Context: an optimization exercise on an open-source flow, tuned for small area and a short achievable clock period. The choices shown serve that exercise and are no tape-out recipe.
Function was checked by simulation only, so behaviour that the tests miss may differ from the original.
No activity file was given, so power comes from the tool's default toggle rates.

run a:
Design mac, start of the top module:
module mac(
     input [11:0] Ain,
     input [11:0] Bin,
     input clk,reset,
     output [24:0] Mac_out
);
==> flow/config.mk <==
export PLATFORM = sky130hd
export DESIGN_NAME = mac
export DESIGN_NICKNAME = mac
export VERILOG_FILES = /design/flow/design.v
export SDC_FILE = /design/flow/constraint.sdc
export NUM_CORES = 4
export LEC_CHECK = 0
export CAP_MARGIN = 20
export CORE_MARGIN = 2
export CORE_UTILIZATION = 60
export CTS_BUF_LIST = sky130_fd_sc_hd__clkbuf_4 sky130_fd_sc_hd__clkbuf_8
export SLEW_MARGIN = 20
export SYNTH_HIERARCHICAL = 1
==> flow/constraint.sdc <==
create_clock -name core_clock -period 12.5 [get_ports {clk}]
set_input_delay 2.5000 -clock core_clock [delete_from_list [all_inputs] [get_ports {clk}]]
set_output_delay 2.5000 -clock core_clock [all_outputs]
set_load 0.01 [all_outputs]
standard.sh (not shown) runs the stock make flow with config.mk's settings and CLKGATE_MAP_FILE= SYNTH_SCRIPT=/design/flow/synth_recipe.tcl, a recipe that flattens the netlist after the stock synthesis.
==> flow/flow/run.sh <==
#!/bin/bash
# The standard layout (the standard.sh, standard synthesis unchanged), with
# two options: the port buffers are buf_1 cells, and the setup repair aims at
# a slack margin of 7.1 ns.  ORFS keeps each step's log in orfs/logs; the make
# output goes to standard.log.
set -o pipefail
bash standard.sh BUFFER_PORTS_ARGS="-buffer_cell sky130_fd_sc_hd__buf_1" SETUP_SLACK_MARGIN=7.1 finish > standard.log 2>&1
Run a finished every step from synthesis to the final layout, and the layout passed the timing, design-rule and antenna checks.
The inputs of run b differ from those of run a as listed below.
==> flow/flow/run.sh <==
#!/bin/bash
# The standard layout (the standard.sh, standard synthesis unchanged), with
# two options: the port buffers are buf_2 cells, and the setup repair aims at
# a slack margin of 7.25 ns.  ORFS keeps each step's log in orfs/logs; the make
# output goes to standard.log.
set -o pipefail
bash standard.sh BUFFER_PORTS_ARGS="-buffer_cell sky130_fd_sc_hd__buf_2" SETUP_SLACK_MARGIN=7.25 finish > standard.log 2>&1
Notes after the runs:
Where sum of routed wire length over all layers is concerned, run a is better than run b.
Diff run a..run b | final area | negligible
Changes observed in run b relative to run a: total length of routed met3 wires -21%; net switching power of the design -about 0.8%.
Buffering overhead on run b is up relative to run a.
Run b against run a: largest clock skew in the final design increased 4.1 ps; post-detailed-route via-to-cell ratio decreased 1.1%.
Compared with run a, run b shows a maximum frequency that is about 1.8% higher.
Looking at global-route wire length before repair across both flows, run b is the weaker of the two, with run a ahead.
Between run b and run a, the worst hold slack figures differ only marginally.

========
== v37 ==
Starting RTL as in the previous note.
==> flow/design.v (excerpt) <==
module mac(
     input [11:0] Ain,
     input [11:0] Bin,
     input clk,reset,
     output [24:0] Mac_out
);
    reg [24:0] acc_s;
    reg [24:4] acc_c;
    wire pp0_0 = ~(Ain[0] & Bin[0]);
    wire pp0_1 = ~(Ain[0] & Bin[1]);
    wire pp0_2 = ~(Ain[0] & Bin[2]);
    wire pp0_3 = ~(Ain[0] & Bin[3]);
    wire pp0_4 = ~(Ain[0] & Bin[4]);
    wire pp0_5 = ~(Ain[0] & Bin[5]);
    wire pp0_6 = ~(Ain[0] & Bin[6]);
    wire pp0_7 = ~(Ain[0] & Bin[7]);
    wire pp0_8 = ~(Ain[0] & Bin[8]);
    wire pp0_9 = ~(Ain[0] & Bin[9]);
    wire pp0_10 = ~(Ain[0] & Bin[10]);
    wire pp0_11 = ~(Ain[0] & Bin[11]);
    wire pp1_0 = ~(Ain[1] & Bin[0]);
    wire pp1_1 = ~(Ain[1] & Bin[1]);
    wire pp1_2 = ~(Ain[1] & Bin[2]);
    wire pp1_3 = ~(Ain[1] & Bin[3]);
    wire pp1_4 = ~(Ain[1] & Bin[4]);
    wire pp1_5 = ~(Ain[1] & Bin[5]);
    wire pp1_6 = ~(Ain[1] & Bin[6]);
    wire pp1_7 = ~(Ain[1] & Bin[7]);
    wire pp1_8 = ~(Ain[1] & Bin[8]);
    wire pp1_9 = ~(Ain[1] & Bin[9]);
    wire pp1_10 = ~(Ain[1] & Bin[10]);
    wire pp1_11 = ~(Ain[1] & Bin[11]);
    wire pp2_0 = ~(Ain[2] & Bin[0]);
    wire pp2_1 = ~(Ain[2] & Bin[1]);
    wire pp2_2 = ~(Ain[2] & Bin[2]);
    wire pp2_3 = ~(Ain[2] & Bin[3]);
    wire pp2_4 = ~(Ain[2] & Bin[4]);
    wire pp2_5 = ~(Ain[2] & Bin[5]);
    wire pp2_6 = ~(Ain[2] & Bin[6]);
    wire pp2_7 = ~(Ain[2] & Bin[7]);
    wire pp2_8 = ~(Ain[2] & Bin[8]);
    wire pp2_9 = ~(Ain[2] & Bin[9]);
    wire pp2_10 = ~(Ain[2] & Bin[10]);
    wire pp2_11 = ~(Ain[2] & Bin[11]);
    wire pp3_0 = ~(Ain[3] & Bin[0]);
    wire pp3_1 = ~(Ain[3] & Bin[1]);
    wire pp3_2 = ~(Ain[3] & Bin[2]);
  ...
export LEC_CHECK = 0
export CAP_MARGIN = 20
export CORE_MARGIN = 2
export CORE_UTILIZATION = 60
export CTS_BUF_LIST = sky130_fd_sc_hd__clkbuf_4 sky130_fd_sc_hd__clkbuf_8
export CTS_CLUSTER_DIAMETER = 200
export CTS_CLUSTER_SIZE = 40
export SLEW_MARGIN = 20
export SYNTH_HIERARCHICAL = 1
create_clock -name core_clock -period 12.5 [get_ports {clk}]
==> flow/flow/run.sh <==
#!/bin/bash
# The standard layout (the standard.sh, standard synthesis unchanged), with
# two options: the port buffers are buf_2 cells, and the setup repair aims at
# a slack margin of 7.25 ns.  ORFS keeps each step's log in orfs/logs; the make
# output goes to standard.log.
set -o pipefail
bash standard.sh BUFFER_PORTS_ARGS="-buffer_cell sky130_fd_sc_hd__buf_2" SETUP_SLACK_MARGIN=7.25 finish > standard.log 2>&1
> inputs changed (v37 -> v40)
Settings: setting PLACE_DENSITY to 0.8 for the first time; removing CTS_CLUSTER_SIZE (formerly 40); changing CORE_UTILIZATION from 60 to 75; removing CTS_CLUSTER_DIAMETER (formerly 200).
## What came out
Going from v37 to v40, the clock-buffer cell count was found to have gone up by 2. Comparing v40 with v37, the total combinational power came out essentially unchanged. v37 -> v40: number of enable flip-flop cells after synthesis delta 0, exact match. The total number of cells along the worst setup path in v40 sits 1 below the value recorded for v37.
Relative to v40, the following input files were edited for v22:
Settings: CORE_UTILIZATION now 60, was 75; PLACE_DENSITY no longer set, was 0.8.
==> flow/flow/run.sh <==
#!/bin/bash
# The standard layout (the standard.sh, standard synthesis unchanged), with
# two options: the port buffers are buf_2 cells, and the setup repair aims at
# a slack margin of 7.0 ns.  ORFS keeps each step's log in orfs/logs; the make
# output goes to standard.log.
set -o pipefail
bash standard.sh BUFFER_PORTS_ARGS="-buffer_cell sky130_fd_sc_hd__buf_2" SETUP_SLACK_MARGIN=7.0 finish > standard.log 2>&1
==> results.txt <==
Diff v40..v22 | total of plain and repair buffers excluding clock buffers | unchanged
Global-route wire length before repair on v22 is ahead of v40.
On worst slew slack as a fraction of its limit, v22 and v40 are basically level.
Of v22 and v40, the run reporting the higher utilization after layout was v40.
When the final numbers for v22 and v40 were put side by side, the met1 track demand over resource turned out to be smaller in v22.
Relative to v40, global-route usage over all layers has gone down in v22.
From v22 to v40, number of multi-input logic gates did not move at all.

[static timing again, ports no longer ideal]
The flow's constraints put no driver on any port. The routed layouts listed below were extracted and timed again, unchanged, in two steps. Step 1: set_driving_cell puts a clkbuf_16 on clk and a buf_2 on each other input, an assumption about the parent block. Step 2 adds t to the input delays and takes it off the output delays; t is the mean of the earliest and latest rising clock arrival at the registers after step 1. Input paths then give back, and output paths get back, about the clock's delay inside the block. Three values: ideal, step 1, step 2; two values: the first two.
run	t (ns)	setup slack, ns	clock arrival spread, ns	worst register clock-pin slew, ns	cell pins on the clock port's net
run a	0.332	7.229 / 7.240 / 6.908	0.005 / 0.005	0.09 / 0.09	1
run b	0.334	7.322 / 7.336 / 7.002	0.009 / 0.009	0.09 / 0.09	1
v37	0.334	7.322 / 7.336 / 7.002	0.009 / 0.009	0.09 / 0.09	1
v40	0.332	7.317 / 7.321 / 6.989	0.014 / 0.014	0.09 / 0.09	1
v22	0.334	7.290 / 7.300 / 6.966	0.006 / 0.006	0.09 / 0.09	1
After both steps every run listed still meets setup and hold. The setup slack of v40, which loses most, moves by +0.004 ns with the drivers and by -0.328 ns with both steps.
